From an optimization exercise on the open Yosys and OpenROAD flow, aimed at small area and a short achievable clock period; shortcuts taken in it are not production practice. In this exercise RTL edits were held to simulation tests only and were not proved equivalent to the original.

==> 05-23 <==
## multiplier_16bit
module multiplier_16bit (
    input  wire clk,
    input  wire rst,
    input  wire signed [15:0] a,
    input  wire signed [15:0] b,
    output reg  signed [31:0] product,
    output reg  signed [15:0] a_out,
    output reg  signed [15:0] b_out
);
    wire [15:0] ag = a;
    wire [31:0] accn = product;
    wire [16:0] x0;    
    wire one0 = b[0] ^ 1'b0;
    wire two0 = (b[1] & ~b[0] & ~1'b0) | (~b[1] & b[0] & 1'b0);
    wire neg0 = b[1];
    assign x0[0] = ((one0 & ag[0]) | (two0 & 1'b0)) ^ neg0;
    assign x0[1] = ((one0 & ag[1]) | (two0 & ag[0])) ^ neg0;
    assign x0[2] = ((one0 & ag[2]) | (two0 & ag[1])) ^ neg0;
    assign x0[3] = ((one0 & ag[3]) | (two0 & ag[2])) ^ neg0;
    assign x0[4] = ((one0 & ag[4]) | (two0 & ag[3])) ^ neg0;
    assign x0[5] = ((one0 & ag[5]) | (two0 & ag[4])) ^ neg0;
    assign x0[6] = ((one0 & ag[6]) | (two0 & ag[5])) ^ neg0;
    assign x0[7] = ((one0 & ag[7]) | (two0 & ag[6])) ^ neg0;
    assign x0[8] = ((one0 & ag[8]) | (two0 & ag[7])) ^ neg0;
    assign x0[9] = ((one0 & ag[9]) | (two0 & ag[8])) ^ neg0;
    assign x0[10] = ((one0 & ag[10]) | (two0 & ag[9])) ^ neg0;
    assign x0[11] = ((one0 & ag[11]) | (two0 & ag[10])) ^ neg0;
    assign x0[12] = ((one0 & ag[12]) | (two0 & ag[11])) ^ neg0;
    assign x0[13] = ((one0 & ag[13]) | (two0 & ag[12])) ^ neg0;
  ...
==> flow/config.mk <==
export PLATFORM = sky130hd
export DESIGN_NAME = multiplier_16bit
export DESIGN_NICKNAME = multiplier_16bit
export VERILOG_FILES = /design/flow/design.v
export SDC_FILE = /design/flow/constraint.sdc
export NUM_CORES = 4
export LEC_CHECK = 0
export ABC_AREA = 1
export CAP_MARGIN = 20
export CORE_MARGIN = 2
export CORE_UTILIZATION = 40
export SLEW_MARGIN = 85
export SYNTH_HIERARCHICAL = 1
==> flow/constraint.sdc <==
create_clock -name core_clock -period 20.0 [get_ports {clk}]
set_input_delay 4.0000 -clock core_clock [delete_from_list [all_inputs] [get_ports {clk}]]
set_output_delay 4.0000 -clock core_clock [all_outputs]
set_load 0.01 [all_outputs]
standard.sh (not shown) runs the stock make flow with config.mk's settings and CLKGATE_MAP_FILE= SYNTH_SCRIPT=/design/flow/synth_recipe.tcl, a recipe that flattens the netlist after the stock synthesis.
==> flow/flow/run.sh <==
#!/bin/bash
# The standard synthesis and layout, with these changes to the layout:
#  * the port buffers are the smallest buffer cell (buffer_ports -buffer_cell) instead of
#    the delay-cell buffers buffer_ports picks by itself;
#  * one tie cell drives all constant inputs;
#  * the clock tree uses the buffers in flow/cts_bufs.txt and no dummy loads;
#  * repair_timing aims for extra setup slack (flow/setup_margin.txt, ns) so the resizer
#    speeds up the critical paths. The clock and I/O constraints are unchanged.
set -euo pipefail
# clock tree: small clock buffers and no dummy loads (64 flip-flops need little drive)
export CTS_ARGS="-sink_clustering_enable -repair_clock_nets -buf_list {$(cat flow/cts_bufs.txt)} -dont_use_dummy_load"
# one tie cell for all constant inputs instead of one per input
export SKIP_REPAIR_TIE_FANOUT=1
export BUFFER_PORTS_ARGS="-buffer_cell sky130_fd_sc_hd__buf_1"
M=$(cat flow/setup_margin.txt)
if [[ "$M" != "0" ]]; then export SETUP_SLACK_MARGIN=$M; fi
S=$(cat flow/move_sequence.txt)
if [[ -n "$S" ]]; then export SETUP_MOVE_SEQUENCE=$S; fi
bash standard.sh synth > synth.log 2>&1
bash standard.sh finish > layout.log 2>&1
==> flow/flow/cts_bufs.txt <==
sky130_fd_sc_hd__clkbuf_8
==> flow/flow/move_sequence.txt <==
unbuffer,sizeup,swap
==> flow/flow/setup_margin.txt <==
10.8
==> 07-13 (differences from 05-23) <==
--- a/flow/flow/run.sh
+++ b/flow/flow/run.sh
@@ -4,2 +4,3 @@
 #    the delay-cell buffers buffer_ports picks by itself;
+#  * input-port buffers with many loads are sized up after global placement;
 #  * one tie cell drives all constant inputs;
@@ -13,2 +14,4 @@
 export SKIP_REPAIR_TIE_FANOUT=1
+# size up the input-port buffers that drive many loads (flow/size_inputs.tcl)
+export POST_GLOBAL_PLACE_TCL=$(pwd)/flow/size_inputs.tcl
 export BUFFER_PORTS_ARGS="-buffer_cell sky130_fd_sc_hd__buf_1"
==> flow/flow/size_inputs.tcl (new file) <==
# Run after global placement (POST_GLOBAL_PLACE_TCL): every input-port buffer that drives
# many loads is sized up from buf_1, so the resizer need not add a second buffer behind it.
set block [ord::get_db_block]
foreach inst [$block getInsts] {
  set name [$inst getName]
  if { ![string match "input*" $name] } { continue }
  if { [[$inst getMaster] getName] ne "sky130_fd_sc_hd__buf_1" } { continue }
  foreach iterm [$inst getITerms] {
    if { [$iterm isOutputSignal] } {
      set net [$iterm getNet]
      if { $net eq "NULL" } { continue }
      set fanout [expr { [llength [$net getITerms]] - 1 }]
      if { $fanout >= 12 } {
        puts "size_inputs: $name fanout $fanout -> buf_8"
        replace_cell $name sky130_fd_sc_hd__buf_8
      } elseif { $fanout >= 6 } {
        puts "size_inputs: $name fanout $fanout -> buf_4"
        replace_cell $name sky130_fd_sc_hd__buf_4
      }
    }
  }
}
--- a/flow/config.mk
+++ b/flow/config.mk
@@ -11,3 +11,3 @@
 export CORE_UTILIZATION = 40
-export SLEW_MARGIN = 85
+export SLEW_MARGIN = 20
 export SYNTH_HIERARCHICAL = 1
==> 11-06 (differences from 05-23) <==
--- a/flow/flow/run.sh
+++ b/flow/flow/run.sh
@@ -4,3 +4,2 @@
 #    the delay-cell buffers buffer_ports picks by itself;
-#  * one tie cell drives all constant inputs;
 #  * the clock tree uses the buffers in flow/cts_bufs.txt and no dummy loads;
@@ -11,4 +10,2 @@
 export CTS_ARGS="-sink_clustering_enable -repair_clock_nets -buf_list {$(cat flow/cts_bufs.txt)} -dont_use_dummy_load"
-# one tie cell for all constant inputs instead of one per input
-export SKIP_REPAIR_TIE_FANOUT=1
 export BUFFER_PORTS_ARGS="-buffer_cell sky130_fd_sc_hd__buf_1"
==> flow/flow/setup_margin.txt (replaced) <==
11.3
--- a/flow/config.mk
+++ b/flow/config.mk
@@ -11,3 +11,4 @@
 export CORE_UTILIZATION = 40
-export SLEW_MARGIN = 85
+export SLEW_MARGIN = 20
 export SYNTH_HIERARCHICAL = 1
+export TNS_END_PERCENT = 0
==> comparison table <==
| item | 11-06 | 05-23 | 07-13 |
|---|---|---|---|
| Area occupied by registers | 1280 um^2 | 1290 um^2 | 1280 um^2 |
| Maximum fanout count along the critical path | 22 | 14 | 22 |
| Arrival time worst endpoint | 8840 ps | 9330 ps | 9180 ps |
| Synth-to-Final Area Change | 16.1% | 40.2% | 8.63% |
| Routed via count divided by cell count | 5.34 | 5.50 | 5.36 |
| Clock latency reported for the late side of the worst-skew pair | 360 ps | 390 ps | 370 ps |
| Final worst hold slack | 672 ps | 667 ps | 666 ps |
| Library cell appearing most often on the critical path | sky130_fd_sc_hd__fa_2 | sky130_fd_sc_hd__fa_1 | sky130_fd_sc_hd__fa_1 |
| Status | finished clean | finished clean | finished clean |
| Worst reg2reg startpoint | product[6]$_DFF_P_ | product[19]$_DFF_P_ | product[0]$_DFF_P_ |
| Core occupancy in the finished layout | 47.8% | 57.7% | 44.7% |

[separate check: timing with driven ports]
The results above use ideal ports. As a check the final layouts listed here were re-extracted and re-timed, cells and wires unchanged.
Step 1: set_driving_cell puts a clkbuf_16 on clk and a buf_2 on each other input, an assumption about the parent block.
Step 2 times the ports against the registers' clock, not the clock port: input delays grow and output delays shrink by t, the midpoint of the rising clock arrivals with the driver on.
a / b / c = ideal ports / drivers / drivers and shift; a / b = the first two.
run	t, ns	slack for setup (ns)	worst register clock-pin slew, ns
05-23	0.422	10.969 / 10.989 / 10.567	0.09 / 0.09
07-13	0.405	11.071 / 11.082 / 10.677	0.08 / 0.08
11-06	0.396	11.388 / 11.394 / 10.998	0.07 / 0.07
After both steps setup and hold are still met in every run listed. For 05-23, which loses most, drivers alone change the setup slack by +0.020 ns; drivers and shift together by -0.402 ns.
